This design comes from an exercise in tuning for small area on the open sky130 flow, not from production work. Where RTL was checked, it was by simulation tests only, not by an equivalence proof against the original. No driver is modelled on the clock port, so clocking that relies on it looks cheaper here than on a real chip. No activity file was given, so power comes from the tool's default toggle rates.

==> flow/design.v (excerpt) <==
module main(clk, rst, enable, funcao, reset, para, filete1, filete2, filete3, filete4, membpeg, membsai, fio1, fio2, fio3, fio4);
    input clk;
    input rst;
    input funcao;
    input enable;
    input reset;
    input para;
    input [1:4] membpeg;
    output [6:0] filete1;
    output [6:0] filete2;
    output [6:0] filete3;
    output [6:0] filete4;
    output [6:0] fio1;
    output [6:0] fio2;
    output [6:0] fio3;
    output [6:0] fio4;
    output [1:4] membsai;
    localparam CONF = 2'd0, CRON = 2'd1, TEMP = 2'd2, PARAR = 2'd3;
    wire [15:0] num;    
    wire [15:0] tgt;    
    tecladinho tec(clk, rst, membpeg, membsai, tgt, num);
    reg  [1:0]  estado;
    reg         flag;     
    reg  [15:0] shown;    
    reg  [15:0] run;      
    reg  [6:0]  pulsos;   
    wire conf = (estado == CONF);
    wire cron = (estado == CRON);
    wire par  = (estado == PARAR);
    wire go   = ~conf & ~par;
    wire press = ~para & flag;
    wire up    = cron | (par & ~funcao);
    wire [15:0] x = run ^ tgt;
    wire [16:0] l;
    assign l[0] = 1'b0;
    genvar i;
    generate for (i = 0; i < 16; i = i + 1) begin : cmp
        assign l[i+1] = x[i] ? tgt[i] : l[i];
    end endgenerate
    wire ltt  = l[16];
    wire neq  = |x;
  ...
Size in the first run: ~750 cells after synthesis, roughly 0.0049 mm^2 of cells after synthesis.
clock: 13.0 ns
lec_check: 0
abc_area: 1
cap_margin: 20
core_margin: 2
core_utilization: 60
slew_margin: 20
standard.sh (not shown) runs the stock make flow with config.mk's settings and CLKGATE_MAP_FILE= SYNTH_SCRIPT=/design/flow/synth_recipe.tcl, a recipe that flattens the netlist after the stock synthesis.
==> flow/flow/run.sh <==
#!/bin/bash
# The standard layout (standard.sh, ORFS) with these changes, made through
# the environment:
#  - after floorplan, the combinational logic is resynthesised for area with
#    OpenROAD's restructure (flow/restructure.tcl; ABC's log in rmp/abc.log);
#  - ports are buffered with the smallest buffer;
#  - the clock tree uses a clkbuf_8 root, clkbuf_4 buffers below it and no
#    dummy loads.
# make's full output goes to standard.log; each ORFS step writes its own log
# under orfs/logs.
export POST_FLOORPLAN_TCL="$PWD/flow/restructure.tcl"
export FLOW_RMP_DIR="$PWD/rmp"
export BUFFER_PORTS_ARGS="-buffer_cell sky130_fd_sc_hd__buf_1"
export CTS_ARGS="-sink_clustering_enable -repair_clock_nets -dont_use_dummy_load -root_buf sky130_fd_sc_hd__clkbuf_8 -tree_buf sky130_fd_sc_hd__clkbuf_4 -buf_list sky130_fd_sc_hd__clkbuf_4"
bash standard.sh > standard.log 2>&1
Other scripts of this flow, unchanged in this note and not shown: flow/flow/restructure.tcl
Change:
--- a/flow/flow/run.sh
+++ b/flow/flow/run.sh
@@ -7,2 +7,2 @@
-#  - the clock tree uses a clkbuf_8 root, clkbuf_4 buffers below it and no
-#    dummy loads.
+#  - the clock tree uses clkbuf_4 and no dummy loads; a clock buffer whose
+#    loads would see a high slew becomes a clkbuf_8 (flow/clock_leaves.tcl).
@@ -12,0 +13 @@
+export POST_CTS_TCL="$PWD/flow/clock_leaves.tcl"
@@ -14 +15 @@
-export CTS_ARGS="-sink_clustering_enable -repair_clock_nets -dont_use_dummy_load -root_buf sky130_fd_sc_hd__clkbuf_8 -tree_buf sky130_fd_sc_hd__clkbuf_4 -buf_list sky130_fd_sc_hd__clkbuf_4"
+export CTS_ARGS="-sink_clustering_enable -repair_clock_nets -dont_use_dummy_load -buf_list sky130_fd_sc_hd__clkbuf_4"
==> flow/flow/clock_leaves.tcl (new file) <==
set_propagated_clock [all_clocks]
estimate_parasitics -placement
set swapped 0
foreach c [get_cells clkbuf_*] {
  set out [get_pins -of_objects $c -filter "direction==output"]
  set worst 0
  foreach p [get_pins -of_objects [get_nets -of_objects $out] -filter "direction==input"] {
    set s [get_property $p slew_max]
    if {$s > $worst} { set worst $s }
  }
  if {$worst > 0.110} {
    puts "clock buffer [get_name $c]: slew [format %.3f $worst] ns at its loads, now clkbuf_8"
    replace_cell $c sky130_fd_sc_hd__clkbuf_8
    incr swapped
  }
}
if {$swapped} {
  detailed_placement
  check_placement -verbose
  estimate_parasitics -placement
}
--- a/flow/config.mk
+++ b/flow/config.mk
@@ -11 +11 @@
-export CORE_UTILIZATION = 60
+export CORE_UTILIZATION = 80
Result: Combinational power goes down by a few percent. Worst hold slack gets worse by 4.6 ps. Power drops by a little under a tenth. Register-to-register slack degrades by 210 ps. Via count went down slightly. Critical path depth is lower by 4.
Change:
--- a/flow/flow/run.sh
+++ b/flow/flow/run.sh
@@ -7,2 +7 @@
-#  - the clock tree uses clkbuf_4 and no dummy loads; a clock buffer whose
-#    loads would see a high slew becomes a clkbuf_8 (flow/clock_leaves.tcl).
+#  - the clock tree uses a clkbuf_8 root, clkbuf_4 buffers and no dummy loads.
@@ -13 +11,0 @@
-export POST_CTS_TCL="$PWD/flow/clock_leaves.tcl"
@@ -15 +13 @@
-export CTS_ARGS="-sink_clustering_enable -repair_clock_nets -dont_use_dummy_load -buf_list sky130_fd_sc_hd__clkbuf_4"
+export CTS_ARGS="-sink_clustering_enable -repair_clock_nets -dont_use_dummy_load -root_buf sky130_fd_sc_hd__clkbuf_8 -buf_list sky130_fd_sc_hd__clkbuf_4"
--- a/flow/config.mk
+++ b/flow/config.mk
@@ -11 +11 @@
-export CORE_UTILIZATION = 80
+export CORE_UTILIZATION = 60
removed: flow/flow/clock_leaves.tcl
Outcome: The changed run ran to the end with no violations; hold slack is better by 4.6 ps; routed wire length climbs by 6.3%; clock skew drops by 12 ps; design area climbs by about 2%.

---

Another version of the RTL of main (not shown whole).
For scale: about 750 cells after synthesis, about 80 flip-flops, roughly 70 I/O pins, roughly 0.0050 mm² of cells after synthesis.
clock: 13.0 ns
lec_check: 0
abc_area: 1
cap_margin: 20
core_margin: 2
core_utilization: 40
slew_margin: 20
==> flow/flow/run.sh <==
#!/bin/bash
# The standard layout (standard.sh, ORFS) with these changes, made through
# the environment:
#  - after floorplan, the combinational logic is resynthesised for area with
#    OpenROAD's restructure (flow/restructure.tcl; ABC's log in rmp/abc.log);
#  - ports are buffered with the smallest buffer;
#  - the clock tree uses clkbuf_8 and no dummy loads.
# make's full output goes to standard.log; each ORFS step writes its own log
# under orfs/logs.
export POST_FLOORPLAN_TCL="$PWD/flow/restructure.tcl"
export FLOW_RMP_DIR="$PWD/rmp"
export BUFFER_PORTS_ARGS="-buffer_cell sky130_fd_sc_hd__buf_1"
export CTS_ARGS="-sink_clustering_enable -repair_clock_nets -dont_use_dummy_load -buf_list sky130_fd_sc_hd__clkbuf_8"
bash standard.sh > standard.log 2>&1
==> flow/flow/restructure.tcl <==
# Sourced by ORFS at the end of floorplan (POST_FLOORPLAN_TCL): area-oriented
# resynthesis of the combinational logic between the registers (OpenROAD's
# restructure, which runs ABC). Registers, ports and the clock are untouched.
set tielo [join $::env(TIELO_CELL_AND_PORT) /]
set tiehi [join $::env(TIEHI_CELL_AND_PORT) /]
file mkdir $::env(FLOW_RMP_DIR)
report_design_area
restructure -target area -liberty_file [lindex $::env(LIB_FILES) 0] \
  -tielo_port $tielo -tiehi_port $tiehi \
  -work_dir $::env(FLOW_RMP_DIR) -abc_logfile $::env(FLOW_RMP_DIR)/abc.log
report_design_area
Then changed:
==> flow/run.sh (new file) <==
#!/bin/bash
# synth_recipe.tcl (not shown) runs the flow's synth.tcl, then flattens the netlist and writes it again
# the make line also repeats each setting of config.mk as NAME=value (left out here)
make -C /OpenROAD-flow-scripts/flow DESIGN_CONFIG=/design/flow/config.mk WORK_HOME=/design/flow/orfs CLKGATE_MAP_FILE= SYNTH_SCRIPT=/design/flow/synth_recipe.tcl finish
removed: flow/flow/run.sh
removed: flow/flow/restructure.tcl
removed: flow/standard.sh
Cell area rose by a quarter to a third.
Worst hold slack degrades by 0.023 ns.
Global-route usage rose by 3.4 points.
Total power rose by well over a third.
Count of clock-buffer cells in the layout is unchanged.
Setup slack improves by 0.24 ns.
Non-clock buffer count fell by 2.
Flip-flop and latch count does not change.
Die area is unchanged.
Then changed:
==> flow/flow/run.sh (new file) <==
#!/bin/bash
# The standard layout (standard.sh, ORFS) with two settings changed through
# the environment: ports buffered with the smallest buffer, and a clock tree of
# clkbuf_8 without dummy loads. make's full output goes to standard.log; each
# ORFS step writes its own log under orfs/logs.
export BUFFER_PORTS_ARGS="-buffer_cell sky130_fd_sc_hd__buf_1"
export CTS_ARGS="-sink_clustering_enable -repair_clock_nets -dont_use_dummy_load -buf_list sky130_fd_sc_hd__clkbuf_8"
bash standard.sh > standard.log 2>&1
==> flow/standard.sh (new file) <==
#!/bin/bash
# synth_recipe.tcl (not shown) runs the flow's synth.tcl, then flattens the netlist and writes it again
# the make line also repeats each setting of config.mk as NAME=value (left out here)
make -C /OpenROAD-flow-scripts/flow DESIGN_CONFIG=/design/flow/config.mk WORK_HOME=/design/flow/orfs CLKGATE_MAP_FILE= SYNTH_SCRIPT=/design/flow/synth_recipe.tcl "${@:-finish}"
removed: flow/run.sh
- sequential cell count is unchanged
- total power shrinks by 26%
- clock power shrinks by about 50%
- critical path depth stays the same
- die area does not change
- clock-buffer cell count does not change

---

RTL: one of the versions met above, not the one the previous note started from.
Size in the first run: about 750 cells after synthesis, roughly 0.0049 mm^2 of cells after synthesis.
export LEC_CHECK = 0
export ABC_AREA = 1
export CAP_MARGIN = 20
export CORE_MARGIN = 2
export CORE_UTILIZATION = 80
export SLEW_MARGIN = 20
create_clock -name core_clock -period 13.0 [get_ports {clk}]
==> flow/flow/run.sh <==
#!/bin/bash
# The standard layout (standard.sh, ORFS) with these changes, made through
# the environment:
#  - after floorplan, the combinational logic is resynthesised for area with
#    OpenROAD's restructure (flow/restructure.tcl; ABC's log in rmp/abc.log);
#  - ports are buffered with the smallest buffer;
#  - the clock tree uses clkbuf_4 and no dummy loads; a clock buffer whose
#    loads would see a high slew becomes a clkbuf_8 (flow/clock_leaves.tcl).
# make's full output goes to standard.log; each ORFS step writes its own log
# under orfs/logs.
export POST_FLOORPLAN_TCL="$PWD/flow/restructure.tcl"
export FLOW_RMP_DIR="$PWD/rmp"
export POST_CTS_TCL="$PWD/flow/clock_leaves.tcl"
export BUFFER_PORTS_ARGS="-buffer_cell sky130_fd_sc_hd__buf_1"
export CTS_ARGS="-sink_clustering_enable -repair_clock_nets -dont_use_dummy_load -buf_list sky130_fd_sc_hd__clkbuf_4"
bash standard.sh > standard.log 2>&1
==> flow/flow/abc.history <==
source /tmp/rt/rmp/main0ord_abc_script.tcl
source /tmp/rt/rmp/main1ord_abc_script.tcl
source /tmp/rt/rmp/main2ord_abc_script.tcl
==> flow/flow/clock_leaves.tcl <==
set_propagated_clock [all_clocks]
estimate_parasitics -placement
set swapped 0
foreach c [get_cells clkbuf_*] {
  set out [get_pins -of_objects $c -filter "direction==output"]
  set worst 0
  foreach p [get_pins -of_objects [get_nets -of_objects $out] -filter "direction==input"] {
    set s [get_property $p slew_max]
    if {$s > $worst} { set worst $s }
  }
  if {$worst > 0.110} {
    puts "clock buffer [get_name $c]: slew [format %.3f $worst] ns at its loads, now clkbuf_8"
    replace_cell $c sky130_fd_sc_hd__clkbuf_8
    incr swapped
  }
}
if {$swapped} {
  detailed_placement
  check_placement -verbose
  estimate_parasitics -placement
}
==> flow/flow/restructure.tcl <==
# Sourced by ORFS at the end of floorplan (POST_FLOORPLAN_TCL): area-oriented
# resynthesis (two passes) of the combinational logic between the registers
# (OpenROAD's restructure, which runs ABC). Registers, ports and the clock are
# untouched. A later pass can delete a tie cell that drives an output port
# directly (it sees a constant output), so such tie cells are put back, and
# tie cells left driving nothing are removed.

# output ports driven directly by a tie cell: {net pin master}
proc my_port_ties {} {
  set res {}
  foreach bt [[ord::get_db_block] getBTerms] {
    if {[$bt getIoType] ne "OUTPUT"} { continue }
    set net [$bt getNet]
    if {$net eq "NULL"} { continue }
    foreach it [$net getITerms] {
      set m [[$it getInst] getMaster]
      if {[string match *conb* [$m getName]]} {
        lappend res [list [$net getName] [[$it getMTerm] getName] [$m getName]]
      }
    }
  }
  return $res
}

# give a tie cell back to each such port that lost its driver
proc my_restore_ties {ties} {
  set block [ord::get_db_block]
  set db [ord::get_db]
  foreach t $ties {
    lassign $t netname pin mname
    set net [$block findNet $netname]
    set driven 0
    foreach it [$net getITerms] {
      if {[$it isOutputSignal]} { set driven 1 }
    }
    if {$driven} { continue }
    set i 0
    while {[$block findInst my_tie_$i] ne "NULL"} { incr i }
    set inst [odb::dbInst_create $block [$db findMaster $mname] my_tie_$i]
    [$inst findITerm $pin] connect $net
    puts "restored tie cell $mname/$pin on $netname"
  }
}

set tielo [join $::env(TIELO_CELL_AND_PORT) /]
set tiehi [join $::env(TIEHI_CELL_AND_PORT) /]
file mkdir $::env(FLOW_RMP_DIR)
report_design_area
set ties {}
foreach pass {1 2} {
  restructure -target area -liberty_file [lindex $::env(LIB_FILES) 0] \
    -tielo_port $tielo -tiehi_port $tiehi \
    -work_dir $::env(FLOW_RMP_DIR) -abc_logfile $::env(FLOW_RMP_DIR)/abc$pass.log
  my_restore_ties $ties
  set ties [my_port_ties]
  report_design_area
}

# a tie cell whose output drives nothing is left over by a pass: remove it
foreach inst [[ord::get_db_block] getInsts] {
  if {![string match *conb* [[$inst getMaster] getName]]} { continue }
  set used 0
  set nets {}
  foreach it [$inst getITerms] {
    set net [$it getNet]
    if {$net eq "NULL"} { continue }
    lappend nets $net
    if {[llength [$net getITerms]] > 1 || [llength [$net getBTerms]] > 0} { set used 1 }
  }
  if {!$used} {
    puts "removed unused tie cell [$inst getName]"
    odb::dbInst_destroy $inst
    foreach net $nets { odb::dbNet_destroy $net }
  }
}
report_design_area
Edit:
--- a/flow/flow/run.sh
+++ b/flow/flow/run.sh
@@ -7,2 +7 @@
-#  - the clock tree uses clkbuf_4 and no dummy loads; a clock buffer whose
-#    loads would see a high slew becomes a clkbuf_8 (flow/clock_leaves.tcl).
+#  - the clock tree uses clkbuf_4 and no dummy loads.
@@ -13 +11,0 @@
-export POST_CTS_TCL="$PWD/flow/clock_leaves.tcl"
--- a/flow/flow/restructure.tcl
+++ b/flow/flow/restructure.tcl
@@ -5,2 +5 @@
-# directly (it sees a constant output), so such tie cells are put back, and
-# tie cells left driving nothing are removed.
+# directly (it sees a constant output), so such tie cells are put back.
@@ -58,19 +56,0 @@
-
-# a tie cell whose output drives nothing is left over by a pass: remove it
-foreach inst [[ord::get_db_block] getInsts] {
-  if {![string match *conb* [[$inst getMaster] getName]]} { continue }
-  set used 0
-  set nets {}
-  foreach it [$inst getITerms] {
-    set net [$it getNet]
-    if {$net eq "NULL"} { continue }
-    lappend nets $net
-    if {[llength [$net getITerms]] > 1 || [llength [$net getBTerms]] > 0} { set used 1 }
-  }
-  if {!$used} {
-    puts "removed unused tie cell [$inst getName]"
-    odb::dbInst_destroy $inst
-    foreach net $nets { odb::dbNet_destroy $net }
-  }
-}
-report_design_area
removed: flow/flow/abc.history
removed: flow/flow/clock_leaves.tcl
Result: The new run went through all stages and came out clean. Design area barely changes. Die area does not change. Fmax decreases by a few percent. Global-route usage increases by 0.14 points.

---

main, a different RTL version from the one above (not shown whole).
Size in the first run: roughly 920 cells after synthesis, about 80 flip-flops, ~70 I/O pins.
// main
module main(clk, rst, enable, funcao, reset, para, filete1, filete2, filete3, filete4, membpeg, membsai, fio1, fio2, fio3, fio4);
    input clk;
    input rst;
    input funcao;
    input enable;
    input reset;
    input para;
    input [1:4] membpeg;
    output [6:0] filete1;
    output [6:0] filete2;
    output [6:0] filete3;
    output [6:0] filete4;
    output [6:0] fio1;
    output [6:0] fio2;
    output [6:0] fio3;
    output [6:0] fio4;
    output [1:4] membsai;
    localparam CONF = 2'd0, CRON = 2'd1, TEMP = 2'd2, PARAR = 2'd3;
    wire [15:0] num;    
    wire [15:0] tgt;    
    tecladinho tec(clk, rst, membpeg, membsai, tgt, num);
    reg  [1:0]  estado;
    reg         flag;     
    reg  [15:0] shown;    
    reg  [15:0] run;      
    reg  [6:0]  pulsos;   
    wire conf = (estado == CONF);
    wire cron = (estado == CRON);
    wire par  = (estado == PARAR);
    wire go   = ~conf & ~par;
    wire press = ~para & flag;
    wire up    = cron | (par & ~funcao);
    wire [15:0] x = run ^ tgt;
    wire [16:0] l;
    assign l[0] = 1'b0;
    genvar i;
    generate for (i = 0; i < 16; i = i + 1) begin : cmp
        assign l[i+1] = x[i] ? tgt[i] : l[i];
    end endgenerate
    wire ltt  = l[16];
    wire neq  = |x;
    wire nz   = |run;
    wire active = up ? neq : nz;
    localparam [6:0] P_START = 7'b0010001;
    wire tick = pulsos[6] & ~pulsos[5] & pulsos[3] & ~pulsos[2] & ~pulsos[1];
    wire [6:0] padv = tick ? P_START : {pulsos[5:0], pulsos[6] ^ pulsos[0]};
    wire stp    = tick & (up ? ltt : nz);
    wire [15:0] passo;
    separa st(run, up, passo);
    wire zsel = conf ? (enable & ~funcao) : up;
    wire [15:0] ld = zsel ? 16'd0 : tgt;
    wire [15:0] nat = stp ? passo : (~reset ? ld : run);
    always @(posedge clk) begin
        flag <= para;
        if (conf) begin
            run    <= ld;
            pulsos <= P_START;
        end else if (press) begin
            run    <= run;
            pulsos <= pulsos;
        end else if (go) begin
            run    <= nat;
            pulsos <= active ? padv : (~reset ? P_START : pulsos);
        end else begin
  ...
==> flow/config.mk <==
export PLATFORM = sky130hd
export DESIGN_NAME = main
export DESIGN_NICKNAME = main
export VERILOG_FILES = /design/flow/design.v
export SDC_FILE = /design/flow/constraint.sdc
export NUM_CORES = 4
export LEC_CHECK = 0
export ABC_AREA = 1
export CAP_MARGIN = 20
export CORE_MARGIN = 2
export CORE_UTILIZATION = 40
export SLEW_MARGIN = 20
==> flow/constraint.sdc <==
create_clock -name core_clock -period 13.0 [get_ports {clk}]
set_input_delay 2.6000 -clock core_clock [delete_from_list [all_inputs] [get_ports {clk}]]
set_output_delay 2.6000 -clock core_clock [all_outputs]
set_load 0.01 [all_outputs]
==> flow/flow/run.sh <==
#!/bin/bash
# The standard layout (standard.sh, ORFS), with three settings changed through
# the environment: ports buffered with the smallest buffer, clock tree without
# dummy loads, and power recovery (downsizing off the critical paths) after global
# routing. make's full output goes to standard.log; each ORFS step logs under orfs/logs.
export BUFFER_PORTS_ARGS="-buffer_cell sky130_fd_sc_hd__buf_1"
export CTS_ARGS="-sink_clustering_enable -repair_clock_nets -dont_use_dummy_load -buf_list sky130_fd_sc_hd__clkbuf_8"
export RECOVER_POWER=100
bash standard.sh > standard.log 2>&1
The starting point completed and failed the layout checks on capacitance limit, slew limit.
Then changed:
==> flow/run.sh (new file) <==
#!/bin/bash
# synth_recipe.tcl (not shown) runs the flow's synth.tcl, then flattens the netlist and writes it again
# the make line also repeats each setting of config.mk as NAME=value (left out here)
make -C /OpenROAD-flow-scripts/flow DESIGN_CONFIG=/design/flow/config.mk WORK_HOME=/design/flow/orfs CLKGATE_MAP_FILE= SYNTH_SCRIPT=/design/flow/synth_recipe.tcl finish
removed: flow/flow/run.sh
removed: flow/standard.sh
Outcome: The changed run went through all stages and came out clean. Global-route usage goes up by 1.3 points. Design area increases by roughly a tenth. Count of clock-buffer cells in the layout goes up by 5.
No run of this note included a check of the RTL's function; only the layout flow was run.

[re-timing with driven ports]
No port has a modelled driver above. Below, the same layouts with a new extraction and two added sets of constraints.
Step 1: set_driving_cell puts a clkbuf_16 on clk and a buf_2 on each other input, an assumption about the parent block.
Step 2 times the ports against the registers' clock, not the clock port: input delays grow and output delays shrink by t, the midpoint of the rising clock arrivals with the driver on.
Three values: no drivers, after step 1, after step 2; two values: the first two.
run | shift t [ns] | setup WS [ns] | worst setup path after step 2 | worst data-port slew with drivers (ns)
the first run of note 1 | 0.373 | 7.826 / 7.836 / 7.463 | input to register | 0.03
the second run of note 1 | 0.436 | 7.856 / 7.863 / 7.427 | input to register | 0.03
the third run of note 1 | 0.373 | 7.826 / 7.836 / 7.463 | input to register | 0.03
the first run of note 2 | 0.366 | 7.470 / 7.478 / 7.112 | input to register | 0.03
the second run of note 2 | 0.379 | 7.710 / 7.721 / 7.343 | input to register | 0.03
the third run of note 2 | 0.366 | 7.992 / 7.994 / 7.628 | input to register | 0.03
the first run of note 3 | 0.420 | 8.016 / 8.021 / 7.601 | input to register | 0.03
the second run of note 3 | 0.440 | 7.841 / 7.849 / 7.409 | input to register | 0.03
the first run of note 4 | 0.388 | 7.142 / 7.156 / 6.769 | input to register | 0.03
the second run of note 4 | 0.387 | 7.433 / 7.455 / 7.068 | input to register | 0.03
For the second run of note 3, which loses most, drivers alone change the setup slack by +0.008 ns; drivers and shift together by -0.432 ns.
